This is an optimization exercise on Yosys and OpenROAD, whose aim is small area, not a production implementation. In this exercise RTL edits were held to simulation tests only and were not proved equivalent to the original.

## flow/design.v (module list and top-level ports; edited modules follow where they fit)
// module fpu_fa: 4 lines
// module fpu_ha: 4 lines
// module fpu_unpack: 29 lines
// module fpu_cpa: 188 lines
// module fpu_compute: 1010 lines
// module fpu_normalize: 20 lines
// module fpu_top: 50 lines
module fpu_top(
    input clk,
    input [31:0] a,
    input [31:0] b,
    input [1:0] op,
    output [31:0] out
    );
  // ...
==> flow/run.sh <==
#!/bin/bash
# synth_recipe.tcl (not shown) runs the flow's synth.tcl, then flattens the netlist and writes it again
# the make line also repeats each setting of config.mk as NAME=value (left out here)
make -C /OpenROAD-flow-scripts/flow DESIGN_CONFIG=/design/flow/config.mk WORK_HOME=/design/flow/orfs CLKGATE_MAP_FILE= SYNTH_SCRIPT=/design/flow/synth_recipe.tcl finish
==> flow/config.mk <==
export PLATFORM = sky130hd
export DESIGN_NAME = fpu_top
export DESIGN_NICKNAME = fpu_top
export VERILOG_FILES = /design/flow/design.v
export SDC_FILE = /design/flow/constraint.sdc
export NUM_CORES = 4
export LEC_CHECK = 0
export CAP_MARGIN = 20
export CORE_MARGIN = 2
export CORE_UTILIZATION = 40
export SLEW_MARGIN = 20
export SYNTH_HIERARCHICAL = 1
export SYNTH_MINIMUM_KEEP_SIZE = 0
==> flow/constraint.sdc <==
create_clock -name core_clock -period 7.5 [get_ports {clk}]
set_input_delay 1.5000 -clock core_clock [delete_from_list [all_inputs] [get_ports {clk}]]
set_output_delay 1.5000 -clock core_clock [all_outputs]
set_load 0.01 [all_outputs]
==> results.txt, run 1 <==
Final Cycle Share=a little over nine tenths; share of Yosys cell area claimed by the top area cell type=25.7%; Mapped Area=about 23000 sq um; crit path setup slack, layout=0.228 ns; most used standard cells in the synthesized netlist=289 x sky130_fd_sc_hd__fa_1, 275 x sky130_fd_sc_hd__xnor2_1, 257 x sky130_fd_sc_hd__a22oi_1, 194 x sky130_fd_sc_hd__dfxtp_1, 142 x sky130_fd_sc_hd__nand2_1; Rows=86; XOR/XNOR share of the synthesized area=between 10% and 20%; Nets=between 2000 and 3000; combined buffer and inverter count along the critical path=2; Primary FF master, synth=sky130_fd_sc_hd__dfxtp_1; routed length on met1=29700 microns; final worst path period need=approximately 7.3 ns; count of multi-input combinational gates=around 1800; FFs w/ async S/R, synth=0%; CP Data Arrival Time=7.64 ns; number of global-route vias before repair=between 15000 and 20000; status=complete, no violations; Met3 Wirelength=5500 microns; crit path max-delay cell type=sky130_fd_sc_hd__fa_1; count of input and output buffers=98; pin slew with the least headroom to its limit=between 0.9 and 1 ns; multiplexer share of the synthesized area=around 4.3%; sum of net half-perimeters after detailed placement=~51000 microns; Crit. path cell count=22; Post-Place Setup Slack=roughly 0.14 ns; met1 routing resource usage after global routing=about 32%; upper clock frequency limit=0.138 GHz; Hold Fails Final Rpt=0; r2r endpoint=u_S2[24]$_DFF_P_; Post-Layout Cell Count=a little over 3000; maximum count of clock buffers along a single path=2; first-pass GRT wire length=between 100000 and 150000 microns
==> run 2, diff against run 1 <==
==> flow/config.mk (replaced) <==
export PLATFORM = sky130hd
export DESIGN_NAME = fpu_top
export DESIGN_NICKNAME = fpu_top
export VERILOG_FILES = /design/flow/design.v
export SDC_FILE = /design/flow/constraint.sdc
export NUM_CORES = 4
export LEC_CHECK = 0
export CAP_MARGIN = 5
export CORE_MARGIN = 2
export CORE_UTILIZATION = 60
export SLEW_MARGIN = 5
export SYNTH_HIERARCHICAL = 1
export SYNTH_MINIMUM_KEEP_SIZE = 0
==> run 2 against run 1 <==
Critical endpoint unchanged; synthesized cell count is the same; count of clock-buffer cells in the layout unchanged; first-iteration DRC count up 13%; highest routed layer unchanged; still clean on timing, DRC and antenna.
==> results.txt, run 2 <==
status=complete, no violations (unchanged); FF-to-FF setup slack=0.23 ns (about the same); top post-synthesis cells by area=sky130_fd_sc_hd__fa_1 26%, sky130_fd_sc_hd__dfxtp_1 17%, sky130_fd_sc_hd__xnor2_1 11%, sky130_fd_sc_hd__a22oi_1 8.6%, sky130_fd_sc_hd__ha_1 7.4% (unchanged); post-synthesis cell count=2268 (unchanged); average footprint of a synthesized cell=9.93 sq um (unchanged); maximum count of clock buffers along a single path=2 (unchanged); fraction of the mapped netlist area in compound gates=19.4% (unchanged); total area of sequential cells=3890 sq um (was 3880 sq um); Rows=70 (was 86); data required time of the critical path=7.84 ns (was 7.87 ns); end of the critical path=u_S2[24]$_DFF_P_ (unchanged); placed instance area=23900 sq um (was 24300 sq um); Nets=2805 (was 2796); number of nets with antenna violations after detailed routing=0 (unchanged); share of Yosys cell area claimed by the top area cell type=25.7% (unchanged); worst setup path startpoint=d_S1[0]$_DFF_P_ (was is_add_S1$_DFF_P_); most used standard cells in the synthesized netlist=289 x sky130_fd_sc_hd__fa_1, 275 x sky130_fd_sc_hd__xnor2_1, 257 x sky130_fd_sc_hd__a22oi_1, 194 x sky130_fd_sc_hd__dfxtp_1, 142 x sky130_fd_sc_hd__nand2_1 (unchanged); CP Data Arrival Time=7.62 ns (was 7.64 ns); Top Registers=r3 x32, r4 x32, r5 x32 (unchanged); adder and majority gate portion of the synthesized area=33.1% (unchanged); # fillers=2987 (was 5238); final worst path period need=7.27 ns (about the same); maximum number of pins on one net before global-route repair=71 (was 92); total detailed-routing wirelength=65800 microns (was 66000 microns); Worst path max stage delay=0.63 ns (was 0.53 ns); drc violations=0 (unchanged); total core area=36800 sq um (was 55400 sq um); final count of pins violating max slew=0 (unchanged); number of global-route vias before repair=18200 (was 17800); Setup Skew=0.0102 ns (was 0.0166 ns); sequential fraction of the synthesis area=17.2% (unchanged); Final Cycle Share=97.0% (about the same); FFs w/ async S/R, synth=0% (unchanged); launching point of the worst reg2reg path=d_S1[0]$_DFF_P_ (was is_add_S1$_DFF_P_); cts bufs inserted=17 (unchanged); upper clock frequency limit=0.137 GHz (was 0.138 GHz); met3 track demand over resource=8.01% (was 5.45%); count of boundary I/O pins=99 (unchanged); commonest non-fill, non-tap cell in the layout=sky130_fd_sc_hd__fa_1 (unchanged); library cell appearing most often on the critical path=sky130_fd_sc_hd__fa_1 (unchanged); pin slew with the least headroom to its limit=0.969 ns (was 0.932 ns); dominant combinational cell family by area after synthesis=adder cells (unchanged); count of flip-flops with a built-in enable after synthesis=0 (unchanged); post-synth top area cell=sky130_fd_sc_hd__fa_1 (unchanged); area used by multi-input combinational logic=17700 sq um (was 17600 sq um); path category of the worst min-delay check=flop to flop (unchanged); slew margin rel.=35.4% (was 37.7%); number of cells on the worst reg-to-reg path=21 (was 22); multiplexer share of the synthesized area=4.29% (unchanged); wire length per cell=23.5 microns (was 21.5 microns); Global Route met2 Usage=53.3% (was 35.4%); clock-pin slew of the registers on the worst-case setup and hold paths=0.07 ns (was 0.08 ns); total of flip-flops plus latches after synthesis=194 (unchanged); count of input and output buffers=98 (unchanged); sum of net half-perimeters after detailed placement=50200 microns (was 51000 microns); placer congestion estimate=0.975 (was 0.962); signed area change from the synthesized netlist to the final layout=10.9% (was 11.2%); post-DR vias/cell=6.46 (was 5.73); crit path max-delay cell type=sky130_fd_sc_hd__or4b_4 (was sky130_fd_sc_hd__fa_1); CTS root buffer=sky130_fd_sc_hd__clkbuf_16 (unchanged); combined buffer and inverter count along the critical path=1 (was 2); met1 routing resource usage after global routing=45.6% (was 32.1%); crit end category=flop (unchanged); crit path setup slack, layout=0.227 ns (was 0.228 ns); overall track demand over capacity in global routing=34.0% (was 23.0%); critical-path cell list=or4b_4 -> o21ai_4 -> buf_4 -> a22oi_1 -> xnor2_1 -> fa_1 -> fa_1 -> fa_1 -> fa_1 -> fa_1 -> fa_1 -> ha_1 -> a21oi_1 -> o21ai_0 -> a221oi_1 -> o21ai_1 -> a221oi_2 -> o21ai_1 -> o41ai_4 -> nor2_1 -> a211oi_2 (was buf_4 -> nand4b_1 -> buf_4 -> o21ai_4 -> a22oi_1 -> xnor2_1 -> fa_1 -> fa_1 -> fa_1 -> fa_1 -> fa_1 -> fa_1 -> ha_1 -> and2_1 -> a221o_1 -> a221oi_2 -> o21ai_1 -> a221oi_2 -> o21ai_2 -> o41ai_4 -> nor2_1 -> a211oi_1); total via count after detailed routing=18100 (was 17600); remaining global-route overflow=0 (unchanged); width of the die=198 microns (was 241 microns); most utilized layer in the global route result=met2 (unchanged); r2r endpoint=u_S2[24]$_DFF_P_ (unchanged); synth warn=7 (unchanged); fraction of the mapped netlist area in simple logic gates=8.16% (unchanged); antenna violations before repair=1 (was 0); Max Cap Violations=0 (unchanged); highest-count cells in the layout ignoring fill and taps=289 x sky130_fd_sc_hd__fa_1, 275 x sky130_fd_sc_hd__xnor2_1, 257 x sky130_fd_sc_hd__a22oi_1 (unchanged); most common cell in the synthesized netlist=sky130_fd_sc_hd__fa_1 (unchanged); Crit. path cell count=21 (was 22); first-pass GRT wire length=102000 microns (was 103000 microns); Distinct cells, synth=98 (unchanged); area of the die=39100 sq um (was 58200 sq um); Post-Place Setup Slack=0.114 ns (was 0.138 ns); first-pass iteration count of the detailed router=7 (was 6); Setup violations, final=0 (unchanged); Hold Fails Final Rpt=0 (unchanged); crit-path max FO=17 (was 13); final instance area=25000 sq um (about the same); First DRT Iteration DRCs=1705 (was 1513); critical setup path kind=flop to flop (unchanged); Primary FF master, synth=sky130_fd_sc_hd__dfxtp_1 (unchanged); clock tree from TritonCTS=done (unchanged); launch point of the worst hold path=e_S1[3]$_DFF_P_ (was r4[26]$_DFF_P_); clock latency (worst-skew pair)=0.44 ns (was 0.46 ns); startpoint class of the critical path=flop (unchanged); XOR/XNOR share of the synthesized area=12.4% (unchanged); Initial Utilization=61.2% (was 40.7%); Mapped Area=22500 sq um (unchanged); clock net sink count=194 (unchanged); fraction of final layout cells with drive strength greater than 1=10.4% (was 9.78%); number of levels the H-tree was split into=4 (unchanged); family with the most delay on the worst path=adder cells (unchanged); die height=198 microns (was 241 microns)
==> run 2: metrics by stage <==
step	hold WS (ns)	std cells	setup TNS [ns]	util, %
after global routing	0.328	2798	-0.00375	67.9
final	0.324	2798	0	67.9
after global placement	0.310	2742	0	65.0
after floorplan	0.310	2280	0	-
after CTS	0.323	2774	0	66.6
after detailed placement	0.312	2742	0	65.0
==> run 2: kinds of logic after synthesis <==
group,after synthesis
muxes,91
xor gates and xnor gates,319
other,2
DFF,194
AOI/OAI and AO/OA,602
buffers and inverters,272
adders and majority gates,423
and+or+nand+nor,365
==> run 2: per-layer routing <==
layer / up-vias / part of all wire [%]
met5: - / 0
met4: 0 / 4.0
met3: 172 / 9.6
met2: 934 / 45
met1: 8891 / 41
li1: 8068 / -
==> run 2: modules after synthesis (local to each module, per instance) <==
module,cells inside,flip-flops and latches
fpu_compute,889,0
fpu_fa,1,0
fpu_cpa,202,0
fpu_top,194,194
fpu_unpack,319,0
fpu_normalize,344,0
fpu_ha,1,0
==> run 2: worst min path at each step <==
stage / to / slack [ns] / cells after the start
after global routing: e_S2[2]$_DFF_P_ / 0.33 / 0
after floorplan: e_S2[0]$_DFF_P_ / 0.31 / 0
after detailed placement: e_S2[6]$_DFF_P_ / 0.31 / 0
after CTS: e_S2[2]$_DFF_P_ / 0.32 / 0
after global placement: r5[30]$_DFF_P_ / 0.31 / 0
final: e_S2[3]$_DFF_P_ / 0.32 / 0
==> run 2: area by class of cell <==
type,count,share of cell area (%)
Clock inverter,15,0.671
Clock buffer,17,1.70
Tap cell,468,2.34
Antenna cell,1,0.0100
Multi-Input combinational cell,1814,70.8
Sequential cell,194,15.6
Timing Repair Buffer,199,7.49
Inverter,90,1.37
==> run 2: timing repair <==
| action | in CTS | in global routing |
|---|---|---|
| endpoints found under the setup margin | 0 | 6 |
| hold buffers | 0 | 0 |
| setup buffers | 0 | 23 |
| resized for setup | 0 | 29 |

==> separate check: timing with driven ports <==
No port has a modelled driver above. Below, the same layouts with a new extraction and two added sets of constraints. Step 1 assumes that a clkbuf_16 drives the clock port and a buf_2 every other input. Step 2 times the ports against the registers' clock, not the clock port: input delays grow and output delays shrink by t, the midpoint of the rising clock arrivals with the driver on. a / b / c = no drivers / after step 1 / after step 2; a / b = the first two.
run | t (ns) | slack for setup (ns) | latest minus earliest clock arrival (ns) | worst data-port slew with drivers (ns)
run 1 | 0.502 | 0.228 / 0.228 / 0.228 | 0.016 / 0.017 | 0.05
run 2 | 0.491 | 0.227 / 0.227 / 0.227 | 0.011 / 0.011 | 0.07
After both steps setup and hold are still met in every run listed.
